Background: an optimization exercise with open tools, aiming at small area. Do not read the settings as production practice.
Only the layout flow was run in this run; the RTL was not checked for function there.
No activity file was given, so power comes from the tool's default toggle rates.

<file path="run.sh">
#!/bin/bash
# synth_recipe.tcl (not shown) runs the flow's synth.tcl, then flattens the netlist and writes it again
# the make line also repeats each setting of config.mk as NAME=value (left out here)
make -C /OpenROAD-flow-scripts/flow DESIGN_CONFIG=/design/flow/config.mk WORK_HOME=/design/flow/orfs CLKGATE_MAP_FILE= SYNTH_SCRIPT=/design/flow/synth_recipe.tcl finish
</file>
<file path="config.mk">
export PLATFORM = sky130hd
export DESIGN_NAME = memGame_Top
export DESIGN_NICKNAME = memGame_Top
export VERILOG_FILES = /design/flow/design.v
export SDC_FILE = /design/flow/constraint.sdc
export NUM_CORES = 4
export LEC_CHECK = 0
export CAP_MARGIN = 20
export CORE_MARGIN = 2
export CORE_UTILIZATION = 40
export SLEW_MARGIN = 20
</file>
<file path="constraint.sdc">
create_clock -name core_clock -period 20.0 [get_ports {Clk}]
set_input_delay 4.0000 -clock core_clock [delete_from_list [all_inputs] [get_ports {Clk}]]
set_output_delay 4.0000 -clock core_clock [all_outputs]
set_load 0.01 [all_outputs]
</file>
<file path="design.v">
module buttonShaper(Clk, Rst, b_in, out);
   input Clk, Rst, b_in;
   output reg out;
   parameter S_Init = 0, S_Pulse = 1,
              S_Wait = 2;
	reg [1:0] State, StateNext;
	always @ (State, b_in) begin
		out <= 0;
		StateNext <= S_Init;
		case(State)
			S_Init: begin
				out <= 0;
				if (b_in == 0)
					StateNext <= S_Wait;
				else
					StateNext <= S_Init;
			end
      	S_Pulse: begin
				out <= 1;
				StateNext <= S_Init;
			end
			S_Wait: begin
				out <= 0;
				if (b_in == 1)
					StateNext <= S_Pulse;
				else
					StateNext <= S_Wait;
			end
			default: begin
				out <= 0;
				StateNext <= S_Init;
			end
		endcase
	end
	always @ (posedge Clk) begin
		if (Rst == 0)
			State <= S_Init;
		else
			State <= StateNext;
	end
endmodule
module counter(Clk, Rst, start, count);
	input Clk, Rst, start;
	output reg [3:0] count;
	always @ (posedge Clk)
	begin
		if(Rst == 0)
			count <= 0;
		else if(start == 1)
		begin
			if (count > 15)
				count<=1;
			count <= count + 1;
		end
	end
endmodule
module rng(Clk, Rst, button, numOut);
	input Clk, Rst, button;
	output [3:0] numOut;
	wire[3:0] numOut;
	wire B_inverted;
	assign B_inverted = ~button;
	counter countRNG(Clk, Rst, B_inverted, numOut);
endmodule
module oneMS(Clk, Rst, enable, pulseOut);
   input Clk, Rst, enable;
   output reg pulseOut;
   reg[15:0] count;
   always @ (posedge Clk)
   begin
      if ( (Rst == 0) || (enable != 1) )
         begin
         count <= 1;
         pulseOut <= 0;
         end
      else if(count < 5)
         begin
         count <= count + 1;
         pulseOut <= 0;
         end
      else if(count >= 5)
         begin
         pulseOut <= 1;
         count <= 1;
         end
   end
endmodule
module countTo100(Clk, Rst, pulseIn, pulseOut);
   input Clk, Rst, pulseIn;
   output reg pulseOut;
   reg [6:0] count;
   always @ (posedge Clk)
   begin
      if (Rst == 0)
      begin
        count <= 1;
        pulseOut <= 0;
      end
		else if (pulseIn == 1)
		begin
			if(count == 4)
			begin
				pulseOut <= 1;
				count <= 1;
			end
			else if(count < 4)
				count <= count + 1;
		end
		else
			pulseOut <= 0;
	end
endmodule
module countTo10(Clk, Rst, pulseIn, pulseOut);
   input Clk, Rst, pulseIn;
   output reg pulseOut;
   reg [3:0] count;
   always @ (posedge Clk)
   begin
      if (Rst == 0)
      begin
        count <= 1;
        pulseOut <= 0;
      end
		else if (pulseIn == 1)
		begin
			if(count == 2)
			begin
				pulseOut <= 1;
				count <= 1;
			end
			else if(count < 2)
				count <= count + 1;
		end
		else
			pulseOut <= 0;
	end
endmodule
module timer100ms(Clk, Rst, enable, pulseOut);
   input Clk, Rst, enable;
   output pulseOut;
   wire pulse1ms;
   oneMS oneMsTimer(Clk, Rst, enable, pulse1ms);
   countTo100 ct100(Clk, Rst, pulse1ms, pulseOut);
endmodule
module timerOneSecond(Clk, Rst, enable, pulseOut);
   input Clk, Rst, enable;
   output pulseOut;
   wire pulse1ms;
   timer100ms hunnitMsTimer(Clk, Rst, enable, pulse1ms);
   countTo10 ct10(Clk, Rst, pulse1ms, pulseOut);
endmodule
module sevenSegDecoder (
  decoder_in,
  decoder_out);
  input [4:0] decoder_in;
  output [6:0] decoder_out;
  reg [6:0] decoder_out;
  always @ (decoder_in)
    begin
      case(decoder_in)
        4'b0000 :  decoder_out = 7'b1000000;
        4'b0001 :  decoder_out = 7'b1111001;
        4'b0010 :  decoder_out = 7'b0100100;
        4'b0011 :  decoder_out = 7'b0110000;
        4'b0100 :  decoder_out = 7'b0011001;
        4'b0101 :  decoder_out = 7'b0010010;
        4'b0110 :  decoder_out = 7'b0000010;
        4'b0111 :  decoder_out = 7'b1111000;
        4'b1000 :  decoder_out = 7'b0000000;
        4'b1001 :  decoder_out = 7'b0011000;
        4'b1010 :  decoder_out = 7'b0100000;
        4'b1011 :  decoder_out = 7'b0000011;
        4'b1100 :  decoder_out = 7'b0100111;
        4'b1101 :  decoder_out = 7'b0100001;
        4'b1110 :  decoder_out = 7'b0000110;
        4'b1111 :  decoder_out = 7'b0001110;
        5'b10000 :  decoder_out = 7'b1111111;
        default : decoder_out = 7'b1111111;
      endcase
    end
endmodule
module gameController(
  Clk, Rst, gameButton_in, randNum, p_button, p_input, pulse1sTimer,
  p1_numOut, enableTimer, points, level, num2display, r_LED, g_LED);
  input Clk, Rst, gameButton_in, p_button, pulse1sTimer;
  input [3:0] randNum, p_input;
  output reg enableTimer;
  output [4:0] num2display, points, level, p1_numOut;
  reg [4:0] num2display, points, level, p1_numOut;
  output [17:0] r_LED;
  reg [17:0] r_LED;
  output [3:0] g_LED;
  reg [3:0] g_LED;
  reg [3:0] State, inputCt, prevNum;
  reg [63:0] verify, p_seq;  
  reg [31:0] stage1, stage2, stage3, stage4;  
  parameter S_Init = 0, S_GetNum = 1, S_Shift = 2, S_Stage1 = 3, S_Generate = 4, S_WaitForPush = 5, S_Mod = 6, 
            S_InputSeq = 7, S_Verify= 8, S_Add = 9;
  always @ (posedge Clk)
  begin 
    if (Rst == 0) begin
      p1_numOut <= 5'b10000;  
        stage1 <= 32'b01110001100111010100101001011110;
		  stage2 <= 32'b01101111001100101001100011001011;
		  stage3 <= 32'b10101001010010110111000010011110;
		  stage4 <= 32'b01100100001100011001001101111011;
      r_LED <= 18'b010101010101010101;
      g_LED <= 4'b0000;
      num2display <= 5'b10000;  
      level <= 1;
      inputCt <= 1;  
      prevNum <= 0; 
      verify <= 0;  
      p_seq <= 0;  
      points <= 0;  
      enableTimer <= 0;  
      State <= S_Init;
    end
    else begin
      case(State)
        S_Init:  begin
            stage1 <= 32'b01110010100111010100101001011110;
		      stage2 <= 32'b01101111001100100001100011001011;
		      stage3 <= 32'b10101001010010110111000010011110;
		      stage4 <= 32'b01100100001100011001001101111011;
          p_seq <= 0; 
          verify <= 0;
			 if(points < 15) begin
            level <= points + 1;  
          end                    
			 else
			   level <= 15;
          inputCt <= level;  
          if(gameButton_in == 1) begin  
            State <= S_GetNum;
          end
        end
        S_GetNum: begin  
          if(randNum != 0)
            State <= S_Shift;
        end
        S_Shift: begin  
			    stage1 <= (stage1 >> (randNum*10));
			    stage2 <= stage2 >> (randNum*4);
			    stage3 <= stage3 >> (randNum*4);
			    stage4 <= stage4 >> (randNum*8);
          r_LED <= 18'b000000000000000000;
			    g_LED <= 4'b0000;  
          verify <= 0;
          enableTimer <= 1;  
          State <= S_Stage1;
        end
        S_Stage1: begin
          prevNum <= num2display;
          if(inputCt == 0)begin
            State <= S_WaitForPush;
          end
          else if(pulse1sTimer == 1) begin  
            r_LED <= (r_LED * 2) + 1;  
			      if(stage1 == 0) begin   
              if(stage2 != 0)begin  
                stage1 <= stage2;
                stage2 <= 0;
              end
              else if(stage3 != 0)begin
                stage1 <= stage3;
                stage3 <= 0;
              end
              else if(stage4 != 0)begin
                stage1 <= stage4;
                stage4 <= 0;
              end
            end 
            State <= S_Mod;
          end
			  end
        S_Mod: begin  
          num2display <= stage1 % 16;  
          State <= S_Generate;
        end
        S_Generate: begin
          if(num2display == prevNum)  
            num2display <= num2display + level;
          else if(num2display == 0)  
            num2display <= ((points * level * inputCt) % 15) + 1;
				  stage1 <= (stage1 >> ((randNum%3)+1));
          inputCt <= inputCt - 1;
          State <= S_Add;
        end
        S_Add: begin  
          verify <= (verify * 16) + num2display;  
          State <= S_Stage1;
        end
        S_WaitForPush: begin  
          if(pulse1sTimer == 1) begin
            num2display <= 5'b10000;  
            g_LED <= 4'b0001; 
            inputCt <= level;  
            p1_numOut <= p_input;
            State <= S_InputSeq; 
          end
        end 
        S_InputSeq: begin
		      p1_numOut <= p_input;  
          enableTimer <= 0;  
          if(inputCt == 0)  
            State <= S_Verify;
          else if(p_button == 1) begin
            if(g_LED == 4'b1111)  
              g_LED <= 4'b0001;
            else
              g_LED <= (g_LED * 2) + 1;  
            p_seq <= (p_seq * 16) + p_input;  
            inputCt <= inputCt - 1;
          end
        end
        S_Verify: begin
          p1_numOut <= 5'b10000;  
          if(p_seq == verify) begin   
				    g_LED <= 4'b1111;
				    r_LED <= 18'b000000000000000000;
            points <= points + 1;
            State <= S_Init;
          end
          else begin   
				    g_LED <= 4'b0000; 
				    r_LED <= 18'b111111111111111111;
				    points <= points - 1;
            State <= S_Init;
          end
        end  
        default: begin
          State <= S_Init;
        end
      endcase
    end 
  end
endmodule
module memGame_Top(Clk, Rst, game_b, p1_b, p1_inputNum, seqDisp, p1Disp, pointDisp, r_LED, g_LED);
  input Clk, Rst, 
        game_b,  
        p1_b;  
  input [3:0] p1_inputNum;  
  output [17:0] r_LED;  
  output [3:0] g_LED;  
  output [6:0] seqDisp,  
               p1Disp,  
               pointDisp;  
  wire game_b_shaped,  
       p1__shaped,   
       enable,  
       timerPulse;  
  wire [3:0] randNum;  
  wire [4:0] num2display,  
             points,  
             level,  
             p1_numOut;  
  buttonShaper simon_button(Clk, Rst, game_b, game_b_shaped);
  buttonShaper p1_button(Clk, Rst, p1_b, p1__shaped);
  rng generateSeed(Clk, Rst, game_b, randNum);
  gameController controller(
    Clk, Rst, game_b_shaped, randNum, p1__shaped, p1_inputNum, timerPulse,
    p1_numOut, enable, points, level, num2display, r_LED, g_LED);
  timerOneSecond timerSequence(Clk, Rst, enable, timerPulse);
  sevenSegDecoder disp_Sequence(num2display,seqDisp);
  sevenSegDecoder disp_p1(p1_numOut,p1Disp);
  sevenSegDecoder disp_points(points,pointDisp);
endmodule
</file>
==> notes.md <==
synth_stat cells (all sizes together) (58+ instances only):
cell type,number,share of area (%)
dfxtp,370,30
ha,83,4.1
a21o,58,1.7
mux2i,162,6.5
nor2,306,4.6
xnor2,136,4.8
nand3,135,2.7
nand2,384,5.7
clkbuf,174,2.6
a22oi,90,2.7
o21ai,158,3.2
inv,91,1.4
a21oi,279,5.6
and2,64,1.6
per-stage QoR:
| step | setup WS (ns) | cell area [um^2] | power (mW) |
|---|---|---|---|
| CTS | 4.923 | 27730 | 2.201 |
| global route | 3.694 | 27740 | 2.293 |
| detailed placement | 5.045 | 26220 | 1.367 |
| finish | 4.828 | 27740 | 2.196 |
| floorplan | 6.712 | 25110 | 1.197 |
| global placement | 5.359 | 26220 | 1.363 |
layout make-up:
class / instances / area [um^2] / area share (%)
Multi-Input combinational cell: 2551 / 16640 / 59.97
Clock buffer: 61 / 1285 / 4.632
Tap cell: 837 / 1047 / 3.775
Sequential cell: 370 / 7415 / 26.73
Clock inverter: 18 / 227.7 / 0.8209
Timing Repair Buffer: 87 / 775.7 / 2.796
Inverter: 93 / 354.1 / 1.276
metal layers:
metal | GRT usage, % | routed length, um
met1 | 33.35 | 36470
met2 | 37.19 | 35050
met3 | 3.337 | 5007
met4 | 6.723 | 1871
met5 | 0 | 0
kinds of logic after synthesis:
family                     synth area share [%]
and+or+nand+nor                           22.13
AOI/OAI and AO/OA                         23.71
DFF                                       29.54
buffers and inverters                     4.556
muxes                                     7.595
xor gates and xnor gates                  6.113
adders and majority gates                 6.338
other                                   0.01496
critical path: cells and delay by family, from the launching register on:
family / cells / cell delay [ns]
AO/OA/AOI/OAI: 20 / 4.84
adder cells (fa/ha/maj): 11 / 4.32
AND/OR/NAND/NOR: 17 / 3.37
flip-flops: 1 / 0.55
buffers and inverters: 4 / 0.44
XOR/XNOR: 3 / 1.17
multiplexers: 1 / 0.27
worst paths after layout:
path,to,slack [ns],depth (start not counted),from
min reg2reg,timerSequence.hunnitMsTimer.oneMsTimer.count[0],0.43,1,timerSequence.hunnitMsTimer.oneMsTimer.count[0]
min,timerSequence.hunnitMsTimer.oneMsTimer.count[0],0.43,1,timerSequence.hunnitMsTimer.oneMsTimer.count[0]
max,seqDisp[0],4.83,56,controller.points[0]
max reg2reg,seqDisp[0],4.83,56,controller.points[0]
report_power, final:
group / total (mW) / internal (mW) / switching, mW
Sequential: 0.878 / 0.790 / 0.0875
Clock: 0.829 / 0.481 / 0.348
Combinational: 0.489 / 0.171 / 0.318
state kept, by name, indices dropped and copies added (netlist names), 16 cells and up:
| register | flops |
|---|---|
| controller.p_seq | 64 |
| controller.r_LED | 18 |
| controller.stage1 | 32 |
| controller.stage2 | 32 |
| controller.stage3 | 32 |
| controller.stage4 | 32 |
| controller.verify | 64 |
| timerSequence.hunnitMsTimer.oneMsTimer.count | 16 |
==> results.cfg <==
[detailed_routing]
drt-total-wl_um = 78400
vias = 23780
viasPerCell = 5.921
wl_per_cell_um = 19.52
ant_nets = 0
drc = 0
first_pass_iters = 6
drt_iter0_markers = 2524

[place]
dp_hpwl_um = 55060
placed_cells = 3938
gp_congestion = 0.9553
io_buffer_count = 50

[grt]
grt_max_degree = 98
grt_pass1_wl_um = 123500
gr-total-overflow = 0
grt_pass1_vias = 21950
track_usage_pct = 23.56
antenna_found_initial = 0

[clock_tree]
postCtsSetupBuffers = 0
clockRootBuffer = clkbuf_16
hold_buffers = 0
cts.sink_count = 370
cts_resized = 0
numCtsBuffers = 44
clk_path_buf_depth = 3
htreeDepth = 2
clk_latency_ns = 0.61
cts_tree = yes
clkTransAtPathRegs_ns = 0.06

[floorplan]
num_io_pins = 51
rows = 91
die_y_um = 254.4
start_util_pct = 40.55
dieWidth_um = 254.4
fp.coreArea_um2 = 61830
die_area_um2 = 64700

[synthesis]
synthArstFlopShare_pct = 0
synth_cell_types = 107
syn_inst = 3209
synth_area_um2 = 25070
syn_avg_cell_area_um2 = 7.813
synth_top_flop_cell = dfxtp_1
synth-edff-count = 0
ys_ff_latch = 370
yosysWarnings = 7
yosysSeqAreaShare_pct = 29.54

[setup_path]
cpMostUsedCell = ha_1
cpPeakStageDelay_ns = 0.77
critical_path.startpoint_type = flip-flop
crit_fanout = 13
required_ns = 20.43
worstPathArrival_ns = 15.60
slowest_stage = xnor2_1
end_kind = flip-flop
path_class = flip-flop to flip-flop

[timing]
slew_viol_final = 0
fmax_ghz = 0.06591
slew_headroom_pct = 21.41
worstMarginPinSlew_ns = 1.169
whs_ns = 0.4319
rsz0062_at_grt = false
setup_viol = 0
period_needed_ns = 15.17
setup_tns_ns = 0
skew_ns = 0.04079
finalHoldViolations = 0
final.period_utilization_pct = 75.86

[cells_and_area]
layout_commonest_cell = nand2_1
mostFrequentLayoutCells = 382 x nand2_1, 368 x dfxtp_1, 299 x nor2_1, 276 x a21oi_1, 160 x mux2i_1
drive_gt1_share_pct = 6.730
utilization_pct = 44.87
diodes = 0
synthToLayoutAreaGrowth_pct = 10.64
stdcell_count = 4017
nets = 3265
nFillCells = 6087

[run]
maxCapViolCount = 0

[power_and_ir_drop]
power_density_nw_per_um2 = 79.17
max-vdd-ir-drop_v = 0.00006461
p_leak_nw = 10.69

[run_status]
status = finished clean

[worst_hold_path]
hp-class = flip-flop to flip-flop

## port drivers added, routing unchanged
The results above use ideal ports. As a check the final layout listed here was re-extracted and re-timed, cells and wires unchanged.
Step 1 (the two cells are an assumption about what drives the block):
set clk [get_ports {Clk}]
set_driving_cell -lib_cell sky130_fd_sc_hd__clkbuf_16 $clk
set_driving_cell -lib_cell sky130_fd_sc_hd__buf_2 [delete_from_list [all_inputs] $clk]
Step 2 adds t to the input delays and takes it off the output delays; t is the mean of the earliest and latest rising clock arrival at the registers after step 1. Input paths then give back, and output paths get back, about the clock's delay inside the block.
Slacks: ideal ports / drivers / drivers and shift; pairs: ideal ports / drivers.
shift t [ns]: 0.651
setup slack, ns: 4.828 / 4.828 / 4.828
worst register clock-pin slew, ns: 0.06 / 0.06
worst slew at a driven data input, ns: 0.08
After both steps setup and hold are still met in this run. The setup slack of this run moves by 0.000 ns with the drivers and by 0.000 ns with both steps.
